This design comes from an exercise in tuning for small area, a short achievable clock period and few clock cycles per item on the open sky130 flow, not from production work. Function was checked by simulation only, so behaviour that the tests miss may differ from the original. Power is estimated from default activity; no workload was simulated.

## mnist_head
module mnist_head (
    input clk,
    input rst,
    input start,
    output [6:0] act_addr,
    input [3:0] act_data,
    output [3:0] predicted_class,
    output [39:0] logits,
    output [127:0] hidden,
    output done
);
Size: about 5900 cells after synthesis, about 610 flip-flops, about 190 I/O pins, roughly 45000 µm² of cells after synthesis.
==> flow/config.mk <==
export PLATFORM = sky130hd
export DESIGN_NAME = mnist_head
export DESIGN_NICKNAME = mnist_head
export VERILOG_FILES = /design/flow/design.v
export SDC_FILE = /design/flow/constraint.sdc
export NUM_CORES = 4
export LEC_CHECK = 0
export CAP_MARGIN = 35
export CORE_MARGIN = 2
export CORE_UTILIZATION = 30
export SLEW_MARGIN = 20
export SYNTH_MEMORY_MAX_BITS = 32768
export SETUP_SLACK_MARGIN = 8.9
==> flow/constraint.sdc <==
create_clock -name core_clock -period 12.5 [get_ports {clk}]
set_input_delay 2.5000 -clock core_clock [delete_from_list [all_inputs] [get_ports {clk}]]
set_output_delay 2.5000 -clock core_clock [all_outputs]
set_load 0.01 [all_outputs]
standard.sh (not shown) runs the stock make flow with config.mk's settings and CLKGATE_MAP_FILE= SYNTH_SCRIPT=/design/flow/synth_recipe.tcl, a recipe that flattens the netlist after the stock synthesis.
==> flow/flow/run.sh <==
#!/bin/bash
set -euo pipefail
echo "export SETUP_SLACK_MARGIN = 8.9" >> config.mk

bash standard.sh > standard.log 2>&1
Testbench counts at the start, summed over its fixed seeds: cycles 47,688, inferences 320.
Rerun with:
--- a/flow/design.v
+++ b/flow/design.v
@@ -198,21 +198,21 @@
     output reg e30_2,
     output reg e30_3,
     output reg e30_4,
     output reg s30,
     output reg e31_1,
     output reg e31_2,
     output reg e31_3,
     output reg e31_4,
     output reg s31
 );
-    wire [7:0] ah = ahr & {8{rd}};
+    wire [7:0] ah = ahr;
     wire [15:0] al = alr;
     wire [127:0] d2;    
     wire [15:0] d3 = kr;
     genvar i;
     generate
         for (i = 0; i < 128; i = i + 1) begin : dec
             assign d2[i] = ah[i >> 4] & al[i & 15];
         end
     endgenerate
     wire e0_1_d = d2[3] | d2[4] | d2[6] | d2[9] | d2[11] | d2[14] | d2[15] | d2[17] | d2[23] | d2[24] | d2[25] | d2[29] | d2[32] | d2[36] | d2[37] | d2[41] | d2[42] | d2[43] | d2[46] | d2[53] | d2[55] | d2[56] | d2[57] | d2[59] | d2[60] | d2[62] | d2[63] | d2[64] | d2[67] | d2[68] | d2[73] | d2[74] | d2[76] | d2[78] | d2[82] | d2[83] | d2[85] | d2[89] | d2[92] | d2[93] | d2[94] | d2[95] | d2[96] | d2[97] | d2[98] | d2[104] | d2[106] | d2[107] | d2[108] | d2[110] | d2[111] | d2[112] | d2[114] | d2[115] | d2[116] | d2[118] | d2[120] | d2[123] | d2[124] | d2[127] | d3[0] | d3[1] | d3[4] | d3[6] | d3[7] | d3[8];
@@ -580,34 +580,37 @@
     output reg [15:0] alr,   
     output reg rd,           
     output reg clr,
     output reg l2fin,
     output reg [15:0] kr,    
     output reg comb,
     output reg fin,
     output reg done
 );
     reg v2, seld;
+    reg [7:0] ahp;           
     wire run = start || addr != 7'd0;
+    wire [7:0] ahn = (run && alr[15]) ? {ahp[6:0], ahp[7]} : ahp;
     wire sel = |kr;
     always @(posedge clk) begin
         if (rst) begin
-            addr <= 7'd0; ahr <= 8'd1; alr <= 16'd1;
+            addr <= 7'd0; ahp <= 8'd1; ahr <= 8'd0; alr <= 16'd1;
             rd <= 1'b0; v2 <= 1'b0; clr <= 1'b0; l2fin <= 1'b0;
             kr <= 16'd0; seld <= 1'b0;
             comb <= 1'b0; fin <= 1'b0; done <= 1'b0;
         end else begin
             if (run) begin
                 addr <= addr + 7'd1;
                 alr <= {alr[14:0], alr[15]};
-                if (alr[15]) ahr <= {ahr[6:0], ahr[7]};
             end
+            ahp <= ahn;
+            ahr <= ahn & {8{run}};
             rd <= run;
             v2 <= rd;
             l2fin <= v2 && !rd;
             clr <= start || (v2 && !rd);
             kr <= (v2 && !rd) ? 16'd1 : {kr[14:0], 1'b0};
             seld <= sel;
             comb <= seld && !sel;
             fin <= comb;
             done <= fin;
         end
Global-route usage goes down by 2.2 points.
Setup slack loses 54 ps.
Worst hold slack is worse by 34 ps.
Wire length drops by 2.9%.
Clock skew falls by 13 ps.
Combinational power climbs by 6.2%.
Non-clock buffer count decreases by 9.
Testbench counts after the change, summed over its fixed seeds: cycles 47,688, inferences 320.

[re-timing with driven ports]
No port has a modelled driver above. Below, the same layouts with a new extraction and two added sets of constraints.
Step 1, drivers: a clkbuf_16 drives clk and a buf_2 each remaining input, both assumed.
Step 2 adds t to the input delays and takes it off the output delays; t is the mean of the earliest and latest rising clock arrival at the registers after step 1. Input paths then give back, and output paths get back, about the clock's delay inside the block.
Three values: ideal, step 1, step 2; two values: the first two.
| run | shift t [ns] | setup WS [ns] | hold slack, ns |
|---|---|---|---|
| the first run | 0.807 | 8.573 / 8.573 / 8.167 | 0.493 / 0.493 / 0.493 |
| the second run | 0.810 | 8.518 / 8.518 / 8.269 | 0.459 / 0.459 / 0.459 |
After both steps every run listed still meets setup and hold. For the first run, which loses most, drivers alone change the setup slack by 0.000 ns; drivers and shift together by -0.406 ns.
